Source: an optimization exercise on an open RTL-to-GDS flow (aim: small area and a short achievable clock period). Production flows keep margins and buffers that such runs may drop. In this exercise RTL edits were held to simulation tests only and were not proved equivalent to the original. Power and IR drop assume default switching activity.

==> design/flow/design.v <==
module ALU_TOP (
  input  wire [15:0] A,
  input  wire [15:0] B,
  input  wire [3:0]  ALU_FUN,
  input  wire        CLK,
  input  wire        RST,
  output wire [31:0] Arith_OUT,
  output wire [15:0] Logic_OUT,
  output wire [15:0] Shift_OUT,
  output wire [2:0]  CMP_OUT,
  output wire        Arith_FLAG,
  output wire        Carry_OUT,
  output wire        Logic_FLAG,
  output wire        Shift_FLAG,
  output wire        CMP_FLAG
);
  wire [0:0] s1x15 = A[15];
  wire [1:0] s1d15 = {1'b0, s1x15} - {1'b0, B[0:0]};
  wire q15 = ~|B[15:1] & ~s1d15[1];
  wire [0:0] s1r15 = q15 ? s1d15[0:0] : s1x15;
  wire [1:0] s1x14 = {s1r15, A[14]};
  wire [2:0] s1d14 = {1'b0, s1x14} - {1'b0, B[1:0]};
  wire q14 = ~|B[15:2] & ~s1d14[2];
  wire [1:0] s1r14 = q14 ? s1d14[1:0] : s1x14;
  wire [2:0] s1x13 = {s1r14, A[13]};
  wire [3:0] s1d13 = {1'b0, s1x13} - {1'b0, B[2:0]};
  wire q13 = ~|B[15:3] & ~s1d13[3];
  wire [2:0] s1r13 = q13 ? s1d13[2:0] : s1x13;
  wire [3:0] s1x12 = {s1r13, A[12]};
  wire [4:0] s1d12 = {1'b0, s1x12} - {1'b0, B[3:0]};
  wire q12 = ~|B[15:4] & ~s1d12[4];
  wire [3:0] s1r12 = q12 ? s1d12[3:0] : s1x12;
  wire [4:0] s1x11 = {s1r12, A[11]};
  wire [5:0] s1d11 = {1'b0, s1x11} - {1'b0, B[4:0]};
  wire q11 = ~|B[15:5] & ~s1d11[5];
  wire [4:0] s1r11 = q11 ? s1d11[4:0] : s1x11;
  wire [5:0] s1x10 = {s1r11, A[10]};
  wire [6:0] s1d10 = {1'b0, s1x10} - {1'b0, B[5:0]};
  wire q10 = ~|B[15:6] & ~s1d10[6];
  wire [5:0] s1r10 = q10 ? s1d10[5:0] : s1x10;
  wire [6:0] s1x9 = {s1r10, A[9]};
  wire [7:0] s1d9 = {1'b0, s1x9} - {1'b0, B[6:0]};
  wire q9 = ~|B[15:7] & ~s1d9[7];
  wire [6:0] s1r9 = q9 ? s1d9[6:0] : s1x9;
  wire [7:0] s1x8 = {s1r9, A[8]};
  wire [8:0] s1d8 = {1'b0, s1x8} - {1'b0, B[7:0]};
  wire q8 = ~|B[15:8] & ~s1d8[8];
  wire [7:0] s1r8 = q8 ? s1d8[7:0] : s1x8;
  wire [8:0] s1x7 = {s1r8, A[7]};
  wire [9:0] s1d7 = {1'b0, s1x7} - {1'b0, B[8:0]};
  wire q7 = ~|B[15:9] & ~s1d7[9];
  wire [8:0] s1r7 = q7 ? s1d7[8:0] : s1x7;
  reg [15:0] a_r, b_r;
  reg [3:0] f_r;
  reg v_r;
  reg [8:0] rem_r;
  reg [15:7] qh_r;
  always @(posedge CLK or negedge RST)
    if (!RST) v_r <= 1'b0; else v_r <= 1'b1;
  always @(posedge CLK) begin
    a_r <= A; b_r <= B; f_r <= ALU_FUN;
    rem_r <= s1r7;
    qh_r <= {q15, q14, q13, q12, q11, q10, q9, q8, q7};
  end
  wire [9:0] s2x6 = {rem_r, a_r[6]};
  wire [10:0] s2d6 = {1'b0, s2x6} - {1'b0, b_r[9:0]};
  wire q6 = ~|b_r[15:10] & ~s2d6[10];
  wire [9:0] s2r6 = q6 ? s2d6[9:0] : s2x6;
  wire [10:0] s2x5 = {s2r6, a_r[5]};
  wire [11:0] s2d5 = {1'b0, s2x5} - {1'b0, b_r[10:0]};
  wire q5 = ~|b_r[15:11] & ~s2d5[11];
  wire [10:0] s2r5 = q5 ? s2d5[10:0] : s2x5;
  wire [11:0] s2x4 = {s2r5, a_r[4]};
  wire [12:0] s2d4 = {1'b0, s2x4} - {1'b0, b_r[11:0]};
  wire q4 = ~|b_r[15:12] & ~s2d4[12];
  wire [11:0] s2r4 = q4 ? s2d4[11:0] : s2x4;
  wire [12:0] s2x3 = {s2r4, a_r[3]};
  wire [13:0] s2d3 = {1'b0, s2x3} - {1'b0, b_r[12:0]};
  wire q3 = ~|b_r[15:13] & ~s2d3[13];
  wire [12:0] s2r3 = q3 ? s2d3[12:0] : s2x3;
  wire [13:0] s2x2 = {s2r3, a_r[2]};
  wire [14:0] s2d2 = {1'b0, s2x2} - {1'b0, b_r[13:0]};
  wire q2 = ~|b_r[15:14] & ~s2d2[14];
  wire [13:0] s2r2 = q2 ? s2d2[13:0] : s2x2;
  wire [14:0] s2x1 = {s2r2, a_r[1]};
  wire [15:0] s2d1 = {1'b0, s2x1} - {1'b0, b_r[14:0]};
  wire q1 = ~|b_r[15:15] & ~s2d1[15];
  wire [14:0] s2r1 = q1 ? s2d1[14:0] : s2x1;
  wire [15:0] s2x0 = {s2r1, a_r[0]};
  wire [16:0] s2d0 = {1'b0, s2x0} - {1'b0, b_r[15:0]};
  wire q0 = 1'b1 & ~s2d0[16];
  wire [15:0] quo = {qh_r, q6, q5, q4, q3, q2, q1, q0};
  wire en_a = v_r & (f_r[3:2] == 2'b00);
  wire en_l = v_r & (f_r[3:2] == 2'b01);
  wire en_c = v_r & (f_r[3:2] == 2'b10);
  wire en_s = v_r & (f_r[3:2] == 2'b11);
  wire [16:0] sum  = {1'b0, a_r} + {1'b0, b_r};
  wire [16:0] dif  = {1'b0, a_r} - {1'b0, b_r};
  wire [31:0] prod = a_r * b_r;
  reg  [31:0] ar;
  always @(*)
    case (f_r[1:0])
      2'b00: ar = {15'b0, sum};
      2'b01: ar = {{15{dif[16]}}, dif};
      2'b10: ar = prod;
      default: ar = {16'b0, quo};
    endcase
  assign Arith_OUT  = en_a ? ar : 32'b0;
  assign Carry_OUT  = Arith_OUT[16];
  assign Arith_FLAG = en_a;
  reg [15:0] lo;
  always @(*)
    case (f_r[1:0])
      2'b00: lo = a_r & b_r;
      2'b01: lo = a_r | b_r;
      2'b10: lo = ~(a_r & b_r);
      default: lo = ~(a_r | b_r);
    endcase
  assign Logic_OUT  = en_l ? lo : 16'b0;
  assign Logic_FLAG = en_l;
  wire [15:0] sx = f_r[1] ? b_r : a_r;
  wire [15:0] sh = f_r[0] ? {sx[14:0], 1'b0} : {1'b0, sx[15:1]};
  assign Shift_OUT  = en_s ? sh : 16'b0;
  assign Shift_FLAG = en_s;
  wire eq = (a_r == b_r);
  wire lt = dif[16];
  wire gt = ~lt & ~eq;
  assign CMP_OUT[2] = 1'b0;
  assign CMP_OUT[1] = en_c & f_r[1] & (f_r[0] ? lt : gt);
  assign CMP_OUT[0] = en_c & f_r[0] & (f_r[1] ? lt : eq);
  assign CMP_FLAG   = en_c;
endmodule
==> design/flow/run.sh <==
#!/bin/bash
# synth_recipe.tcl (not shown) runs the flow's synth.tcl, then flattens the netlist and writes it again
# the make line also repeats each setting of config.mk as NAME=value (left out here)
make -C /OpenROAD-flow-scripts/flow DESIGN_CONFIG=/design/flow/config.mk WORK_HOME=/design/flow/orfs CLKGATE_MAP_FILE= SYNTH_SCRIPT=/design/flow/synth_recipe.tcl finish
==> design/flow/config.mk <==
export PLATFORM = sky130hd
export DESIGN_NAME = ALU_TOP
export DESIGN_NICKNAME = ALU_TOP
export VERILOG_FILES = /design/flow/design.v
export SDC_FILE = /design/flow/constraint.sdc
export NUM_CORES = 4
export LEC_CHECK = 0
export CAP_MARGIN = 20
export CORE_MARGIN = 2
export CORE_UTILIZATION = 40
export SLEW_MARGIN = 20
==> design/flow/constraint.sdc <==
create_clock -name core_clock -period 110.0 [get_ports {CLK}]
set_input_delay 22.0000 -clock core_clock [delete_from_list [all_inputs] [get_ports {CLK}]]
set_output_delay 22.0000 -clock core_clock [all_outputs]
set_load 0.01 [all_outputs]
==> results.tsv <==
stage	metric	value	unit
finish	fill_cells	4637	
sta	slew_headroom	29.4	%
yosys	synth.cell_area	18800	um2
place	dp_cells	2965	
finish	antenna_cells	0	
detailed_routing	drt-initial-drc-count	1010	
yosys	yosysMostFrequentCell	inv_1	
floorplan	initial_utilization	40.5	%
outcome	status	complete, no violations	
clocking	cts.sinks	55	
worst_setup_path	arrival	18.13	ns
clocking	cts_buffers	5	
yosys	ys.flop_type	dfxtp_1	
place	place_hpwl	48.3	mm
yosys	yosysTopAreaCell	fa_1	
worst_setup_path	worst_path_max_delay_cell	dfxtp_1	
detailed_routing	wirelength	60.8	mm
yosys	synth_warnings	1	
sta	rsz0062_at_grt	no	
floorplan	rows	79	
floorplan	die-height	221	um
sta	hold_slack	21.82	ns
sta	period_share	36.5	%
sta	min_period	40.13	ns
detailed_routing	viasPerCell	5.60	
finish	area_growth	10.5	%
yosys	synth_area_per_cell	8.24	um2
sta	fin_tns_setup	0	ns
yosys	ys_top_cells_by_area	fa_1 (22%), ha_1 (19%), inv_1 (6.7%)	
grt	antenna_found_initial	1	
finish	layout-drive-gt1-share	7.19	%
worst_setup_path	crit_path_end_kind	output pin	
clocking	clockBufferDepth	2	
sta	tightest_slew	1.04	ns
detailed_routing	drc	0	
place	gp_congestion	0.949	
sta	hold_viol_final	0	
finish	final_nets	2905	
detailed_routing	drtAntennaViolNets	0	
yosys	netlist_instances	2285	
yosys	synth_nets	2825	
clocking	cts_hold_repair.buffers	0	
clocking	cts-root-buf	clkbuf_16	
worst_setup_path	cp_common_cell	ha_1	
worst_setup_path	crit_type	register to output pin	
worst_setup_path	crit_fanout	22	
clocking	htreeDepth	2	
worst_setup_path	critical-path-max-stage-delay	0.94	ns
clocking	cts_setup_buffers	0	
yosys	synth_top_area_share	22.3	%
finish	final_cells	2973	
place	io_buffers	108	
floorplan	die_area	48800	um2
clocking	cts_tree	yes	
detailed_routing	vias	16600	
power	pwr_density_cell	20.7	nW/um2
job	drv_cap	0	
clocking	path_clk_slew	0.08	ns
worst_setup_path	start_kind	register	
floorplan	core-area	46500	um2
power	irDropWorstVdd	0.0405	mV
sta	fmax	24.9	MHz
grt	grt_util_all_layers	24.7	%
yosys	synth_edf_count	0	
yosys	synth_seq_cells	55	
yosys	synth_commonest_cells	inv_1 (338), ha_1 (292), nand2_1 (244), nor2_1 (212), fa_1 (210)	
sta	setup_viol	0	
power	p_leak	0.00994	uW
clocking	post_cts_resized	0	
yosys	seq_area_frac_synth	5.87	%
hold_path	holdCritPathClass	primary input to async pin	
worst_setup_path	critPathRequiredTime	88.00	ns
grt	grt_max_degree	67	
floorplan	io_pins	110	
floorplan	die_width	221	um
sta	finalMaxSlewViolations	0	
grt	grt_pass1_wl	94.9	mm
detailed_routing	wl_per_cell	20.5	um
grt	grt-ovfl-total	0	
detailed_routing	drt-pass1-iter-count	6	
power	p_total	431	uW
yosys	ys_async_sr_fraction	1.82	%
yosys	ys_types	88	
grt	grt_pass1_vias	16700	
[how the worst max path moves through the flow]
stage | depth (start not counted) | start | endpoint
after global placement | 67 | b_r[1] | Arith_OUT[0]
after global routing | 68 | b_r[1] | Arith_OUT[0]
final | 67 | b_r[1] | Arith_OUT[0]
after CTS | 67 | b_r[1] | Arith_OUT[0]
after floorplan | 69 | b_r[1] | Arith_OUT[0]
after detailed placement | 67 | b_r[1] | Arith_OUT[0]
[power breakdown]
| group | internal, uW | switching (uW) | total, uW |
|---|---|---|---|
| Sequential | 20.8 | 2.01 | 22.8 |
| Clock | 9.35 | 9.56 | 18.9 |
| Combinational | 165 | 224 | 390 |
[cell usage in the layout, fill, tap and decap left out, types with 9 or more instances in the layout]
master,instances
mux2i_1,31
o31a_1,10
dfxtp_1,52
and2_1,9
and3_1,9
mux2_2,66
nor3_1,29
a21oi_1,125
a211oi_1,20
nand2_1,244
nand3_1,29
inv_1,338
ha_1,292
nand2b_1,20
o21bai_1,18
fa_1,210
o21a_1,29
o211ai_1,12
clkdlybuf4s50_1,108
buf_4,35
o21ai_0,92
nor4_1,12
nor2b_1,33
nor2_1,212
xor2_1,39
xnor2_1,92
mux4_2,14
a21o_1,27
[logic make-up after synthesis]
group | count (synthesis) | synth area share (%)
AOI/OAI and AO/OA | 418 | 14.4
DFF | 55 | 5.87
other | 2 | 0.0399
buffers and inverters | 419 | 8.53
adders and majority gates | 502 | 41.7
muxes | 120 | 7.98
xor gates and xnor gates | 131 | 6.09
and+or+nand+nor | 638 | 15.4
[flip-flops by register name, indices dropped and copies added (netlist names)]
name / flops
b_r: 16
f_r: 4
rem_r: 9
a_r: 16
v_r: 1
qh_r: 9
[stage by stage]
stage	instance area (um2)	utilization, %	setup slack, ns
after detailed placement	20600	44.4	69.99
after CTS	20800	44.8	69.57
final	20800	44.8	69.87
after floorplan	18800	-	72.68
after global placement	20600	44.4	70.36
after global routing	20800	44.8	68.36
[worst max-delay path, delay by kind of cell (launching register included)]
family,cells,cell delay (ns)
AO/OA/AOI/OAI,35,8.64
adder cells (fa/ha/maj),7,2.55
buffers and inverters,8,2.58
flip-flops,1,0.94
multiplexers,4,1.49
AND/OR/NAND/NOR,13,1.61
[layout make-up]
| class | instances | area (um2) | share of cell area [%] |
|---|---|---|---|
| Clock buffer | 6 | 139 | 0.667 |
| Clock inverter | 2 | 20.0 | 0.0962 |
| Inverter | 349 | 1310 | 6.30 |
| Multi-Input combinational cell | 1811 | 16100 | 77.5 |
| Sequential cell | 55 | 1110 | 5.33 |
| Tap cell | 607 | 759 | 3.65 |
| Timing Repair Buffer | 143 | 1340 | 6.46 |
[routing by layer]
| layer | wire (um) | vias up | GRT usage, % |
|---|---|---|---|
| met5 | 0 | - | 0 |
| met4 | 2050 | 0 | 7.79 |
| met3 | 4330 | 116 | 3.43 |
| met2 | 27400 | 624 | 39.9 |
| met1 | 27000 | 8137 | 34.0 |
| li1 | - | 7767 | - |

separate check: timing with driven ports:
The flow's constraints put no driver on any port. The routed layout listed below was extracted and timed again, unchanged, in two steps. Step 1 (the two cells are an assumption about what drives the block):
set clk [get_ports {CLK}]
set_driving_cell -lib_cell sky130_fd_sc_hd__clkbuf_16 $clk
set_driving_cell -lib_cell sky130_fd_sc_hd__buf_2 [delete_from_list [all_inputs] $clk]
Step 2 times the ports against the registers' clock, not the clock port: input delays grow and output delays shrink by t, the midpoint of the rising clock arrivals with the driver on. a / b / c = no drivers / after step 1 / after step 2; a / b = the first two.
shift t [ns]: 0.374
slack for setup (ns): 69.868 / 69.821 / 70.195
latest minus earliest clock arrival (ns): 0.032 / 0.032
slew at the worst register clock pin (ns): 0.11 / 0.11
cell pins on the clock port's net: 1
After both steps setup and hold are still met in this run. For this run, drivers alone change the setup slack by -0.047 ns; drivers and shift together by +0.327 ns.
